This is an optimization exercise on Yosys and OpenROAD, whose aim is small area, a short achievable clock period and few clock cycles per item, not a production implementation.
No run shown here included a check of the RTL's function; only the layout flow was run.
The clock port is modelled as an ideal driver; clocking choices that lean on that would not hold on a real chip.

==> flow/design.v (outline; a module is shown in full before it is edited, if it fits) <==
// module square_root32: 944 lines
module square_root32(
		input wire iCLOCK,
		input wire inRESET,
		input wire iDATA_REQ,
		output wire oDATA_BUSY,
		input wire [31:0] iDATA,
		output wire oDATA_VALID,
		input wire iDATA_BUSY,
		output wire [15:0] oDATA
	);
  // ...
==> flow/flow/run.sh <==
#!/bin/bash
# The standard layout (standard.sh, unchanged synthesis and steps), with:
# - a larger setup margin for ORFS's timing repair, so that repair works
#   towards a shorter achieved period;
# - port buffers of the smallest buffer cell (repair upsizes them as needed);
bash standard.sh SETUP_SLACK_MARGIN=10.9 BUFFER_PORTS_ARGS='-buffer_cell sky130_fd_sc_hd__buf_1' POST_CTS_TCL="$(pwd)/flow/flatten_clk.tcl" finish > standard.log 2>&1
==> flow/flow/flatten_clk.tcl <==
# Remove the clock tree's intermediate level: the root clock buffer then
# drives the leaf clock buffers directly. Every register keeps the same
# number of buffers (two) between the clock port and its clock pin.
set block [ord::get_db_block]
set root [$block findInst clkbuf_0_iCLOCK]
set rootnet [[$root findITerm X] getNet]
set mids {}
foreach it [$rootnet getITerms] {
  set inst [$it getInst]
  if {$inst eq $root} continue
  if {[string match "clkbuf_leaf_*" [$inst getName]]} continue
  lappend mids $inst
}
foreach inst $mids {
  if {![string match "clkbuf_*" [$inst getName]]} { error "unexpected load [$inst getName] on the root clock net" }
  set onet [[$inst findITerm X] getNet]
  set loads {}
  foreach it [$onet getITerms] { if {[$it getInst] ne $inst} { lappend loads $it } }
  set dummies {}
  foreach it $loads {
    if {[string match "clkload*" [[$it getInst] getName]]} { lappend dummies [$it getInst]; continue }
    if {![string match "clkbuf_leaf_*" [[$it getInst] getName]]} { error "unexpected load [[$it getInst] getName]" }
    $it disconnect
    $it connect $rootnet
  }
  puts "flatten_clk: removed [$inst getName], moved [llength $loads] leaf buffers to [$rootnet getName]"
  foreach d $dummies {
    puts "flatten_clk: removed dummy load [$d getName]"
    odb::dbInst_destroy $d
  }
  odb::dbInst_destroy $inst
  odb::dbNet_destroy $onet
}
==> flow/standard.sh <==
#!/bin/bash
# synth_recipe.tcl (not shown) runs the flow's synth.tcl, then flattens the netlist and writes it again
# the make line also repeats each setting of config.mk as NAME=value (left out here)
make -C /OpenROAD-flow-scripts/flow DESIGN_CONFIG=/design/flow/config.mk WORK_HOME=/design/flow/orfs CLKGATE_MAP_FILE= SYNTH_SCRIPT=/design/flow/synth_recipe.tcl "${@:-finish}"
==> flow/config.mk <==
export PLATFORM = sky130hd
export DESIGN_NAME = square_root32
export DESIGN_NICKNAME = square_root32
export VERILOG_FILES = /design/flow/design.v
export SDC_FILE = /design/flow/constraint.sdc
export NUM_CORES = 4
export LEC_CHECK = 0
export ABC_AREA = 1
export CAP_MARGIN = 20
export CORE_MARGIN = 2
export CORE_UTILIZATION = 68
export CTS_BUF_LIST = sky130_fd_sc_hd__clkbuf_16
export CTS_CLUSTER_DIAMETER = 80
export CTS_CLUSTER_SIZE = 28
export SLEW_MARGIN = 20
==> flow/constraint.sdc <==
create_clock -name core_clock -period 15.0 [get_ports {iCLOCK}]
set_input_delay 3.0000 -clock core_clock [delete_from_list [all_inputs] [get_ports {iCLOCK}]]
set_output_delay 3.0000 -clock core_clock [all_outputs]
set_load 0.01 [all_outputs]
==> results_dict.tcl, run 1 <==
set metrics [dict create \
    final_layout_size_suffix_gt1_frac 0.0621 \
    yosys.area_share.simple 0.207 \
    multi_input_area_share 0.392 \
    grt_usage 0.254 \
    async_flop_share 0.0336 \
    ios 54 \
    avgSynthCellArea_um2 9.14 \
    drt_pass1_iterations 5 \
    synthTopCellsByCount "nand2_1, inv_1, edfxtp_1" \
    synthFlopType "edfxtp_1" \
    met2_usage 0.419 \
    cp_num_buf_inv 2 \
    yosysSeqAreaShare 0.510 \
    status "timing/DRC/antenna clean" \
    largest_register_ffs 28 \
    antenna_found_initial 0 \
    synthTopCellsByArea "edfxtp_1, nand2_1, inv_1" \
    synth.most_common_cell "nand2_1" \
    seq_cells 238 \
    final_cell_mix "nand2_1, inv_1, edfxtp_1" \
    timing.rr.end "r6[0]" \
    buffers 66 \
    path_depth 2 \
    min_from "x10[7]" \
    cp-start-kind "flip-flop" \
    drt_wl_total_um 25700 \
    multi_input_cells 1002 \
    netlist_area_um2 13600 \
    yosysWarnings 1 \
    maxCapViolCount 0 \
    place_ws_ns 10.92 \
    die_h_um 146 \
    fin_crit_sh 0.273 \
    multi_input_area_um2 5770 \
]
==> run 2: changes to the inputs <==
--- a/flow/design.v
+++ b/flow/design.v
@@ -934,13 +934,18 @@
 		end else if (!b_skid_valid) begin
 			b_skid_valid <= b_v6;
 		end
 	end
 	always @(posedge iCLOCK) begin
 		if (out_free) b_out_data <= b_skid_valid ? b_skid_data : res;
 		if (!b_skid_valid) b_skid_data <= res;
 	end
-	assign oDATA_BUSY = b_skid_valid;
+	reg b_busy;
+	always @(posedge iCLOCK or negedge inRESET) begin
+		if (!inRESET) b_busy <= 1'b0;
+		else b_busy <= !out_free && (b_busy || b_v6);
+	end
+	assign oDATA_BUSY = b_busy;
 	assign oDATA_VALID = b_out_valid;
 	assign oDATA = b_out_data;
 endmodule
 `default_nettype wire
==> flow/config.mk (replaced) <==
export PLATFORM = sky130hd
export DESIGN_NAME = square_root32
export DESIGN_NICKNAME = square_root32
export VERILOG_FILES = /design/flow/design.v
export SDC_FILE = /design/flow/constraint.sdc
export NUM_CORES = 4
export LEC_CHECK = 0
export ABC_AREA = 1
export CAP_MARGIN = 20
export CORE_MARGIN = 2
export CORE_UTILIZATION = 74
export CTS_BUF_LIST = sky130_fd_sc_hd__clkbuf_16
export CTS_CLUSTER_DIAMETER = 80
export CTS_CLUSTER_SIZE = 28
export SLEW_MARGIN = 20
==> run 2 against run 1 <==
  * Still clean
  * Cell area decreased by 0.54%
  * Maximum frequency rose by 2.6%
  * Count of clock-buffer cells in the layout shrank 1
  * Area after synthesis hardly changed
  * Non-clock buffer count up 7
  * Synthesized cell count stayed put
  * Sequential share of layout area rose by 0.43 points
  * Cell count is 1.8% lower
  * First-iteration DRC count is 7.3% lower
  * Critical path type unchanged
==> results_dict.tcl, run 2 <==
set metrics [dict create \
    critPathKind "flip-flop to output port" \
    maxCapViolCount 0 \
    clock_latency_ns 0.44 \
    final_layout_size_suffix_gt1_frac 0.0709 \
    status "timing/DRC/antenna clean" \
    critPathTopFamily "flip-flops" \
    cts_tree "built" \
    synthFlopType "edfxtp_1" \
    mostFrequentLayoutCell "nand2_1" \
    netlist_area_um2 13600 \
    final_cell_mix "nand2_1, edfxtp_1, inv_1" \
    port_buffers 53 \
    synth.most_common_cell "nand2_1" \
    slowest_delay_ns 0.41 \
    clock.fmax_ghz 0.251 \
    grt_max_degree 117 \
    fin_crit_sh 0.266 \
    grt_usage 0.277 \
    final_net_count 1662 \
    reg_top3 "x2 (28), x6 (20)" \
    rows 49 \
    crit_path_cell_trace "buf_1" \
    drv_slew 0 \
    yosysWarnings 1 \
    avgSynthCellArea_um2 9.14 \
    top_register "x2" \
    synth_edf_count 214 \
    die_h_um 140 \
    ys_seq_elements 239 \
    drt_iter0_markers 571 \
    timing.critical_path.required_ns 12.00 \
    gp_congestion 0.897 \
    synthTopCellsByArea "edfxtp_1, nand2_1, inv_1" \
    cp-end-kind "output port" \
    clock-sinks 239 \
    cp_num_buf_inv 1 \
    grt_pass1_vias 9615 \
    drt_pass1_iterations 5 \
    initial_core_util 0.756 \
    vias_per_cell 5.56 \
    netlist_instances 1491 \
    die_area_um2 19500 \
    yosysTopAreaCell "edfxtp_1" \
    worstMarginPinSlew_ns 0.818 \
    antenna_cells 0 \
    area_growth_pct 7.47 \
    maxSlewHeadroom 0.453 \
    setup_violations 0 \
    synthTopCellsByCount "nand2_1, edfxtp_1, inv_1" \
    drcViolationCount 0 \
    dp_hpwl_um 18900 \
    ant_nets 0 \
    grt_pass1_wl_um 43300 \
    fin_crit_ns 3.99 \
    clk_pin_slew_ns 0.10 \
    yosysSeqAreaShare 0.512 \
    async_flop_share 0.0377 \
    ys_types 55 \
    antenna_found_initial 0 \
    die_w_um 140 \
    hold_viol 0 \
    synth_nets 1594 \
    cp_slowest_cell "edfxtp_1" \
    final.setup.tns_ns 0 \
    fill_cells 1150 \
    hold_slack_ns 0.427 \
    core_um2 18000 \
    hold_path.class "flip-flop to flip-flop" \
    yosysTopAreaCellShare 0.471 \
    ios 54 \
    largest_register_ffs 28 \
    via_count 9967 \
    grt_setup_unrepaired "false" \
    fin_skew_ns 0.0196 \
    drt_wl_total_um 25900 \
    crit_arrival_ns 0.99 \
    crit_fanout 1 \
    cp-start-kind "flip-flop" \
    routedWlPerCell_um 14.4 \
    grt.overflow.total 0 \
]
-- run 2: cell types whose count changed after synthesis, moves of 4 or more --
| cell | previous run | this run |
|---|---|---|
| inv_1 | 221 | 209 |
| buf_2 | 3 | 10 |
| nand3_1 | 74 | 68 |
| nand2_1 | 421 | 425 |
-- run 2: path summary, 6_finish.rpt --
path,cells after the start,from,slack (ns),end
worst max-delay path,1,b_out_data[1],11.01,oDATA[1]
worst min-delay path,0,x6[5],0.43,x8[5]
worst max register to register,22,x10[10],11.23,r12[11]
worst min register to register,0,x6[5],0.43,x8[5]
max in group asynchronous,1,inRESET,12.22,b_v2
min in group asynchronous,1,inRESET,2.47,b_busy
-- run 2: metal layers --
| layer | vias up | part of all wire | global-route usage |
|---|---|---|---|
| met5 | - | 0 | 0 |
| met4 | 0 | 0.022 | 0.0974 |
| met3 | 51 | 0.047 | 0.0602 |
| met2 | 242 | 0.51 | 0.474 |
| met1 | 4677 | 0.42 | 0.350 |
| li1 | 4997 | - | - |
-- run 2: layout make-up --
class	count	area (µm²)	area share
Clock buffer	11	275	0.0188
Clock inverter	8	66.3	0.00453
Inverter	226	867	0.0592
Multi-Input combinational cell	1008	5820	0.397
Sequential cell	239	6970	0.476
Tap cell	229	287	0.0196
Timing Repair Buffer	73	362	0.0247
-- run 2: cell families after synthesis --
family,count (synthesis),synth area share
adders and majority gates,67,0.0830
xor gates and xnor gates,63,0.0405
AOI/OAI and AO/OA,216,0.0850
DFF,239,0.512
and+or+nand+nor,659,0.209
buffers and inverters,245,0.0694
muxes,2,0.00147
-- run 2: stage by stage --
step	cell area, µm²	std cells	utilization	setup slack, ns
final	14600	1794	0.813	11.01
after global placement	14000	1756	0.779	10.98
after global routing	14600	1794	0.813	10.87
after detailed placement	14000	1756	0.779	10.92
after floorplan	13600	1491	-	11.13

-- afterwards: timing with drivers on the ports --
Ports are ideal in the flow. The routed layouts listed here were re-timed in OpenROAD. Step 1 assumes that a clkbuf_16 drives the clock port and a buf_2 every other input. Step 2, shift: input delay + t, output delay - t, t = (earliest + latest rising clock arrival at the registers) / 2. This alone moves slack from input paths to output paths. a / b / c = no drivers / after step 1 / after step 2; a / b = the first two.
run	t (ns)	setup WS [ns]	worst setup path at the end	worst register clock-pin slew, ns
run 1	0.474	10.906 / 10.862 / 10.954	input to register	0.10 / 0.10
run 2	0.472	11.011 / 10.966 / 10.930	input to register	0.11 / 0.11
After both steps every run listed still meets setup and hold. For run 2, which loses most, drivers alone change the setup slack by -0.045 ns; drivers and shift together by -0.081 ns.
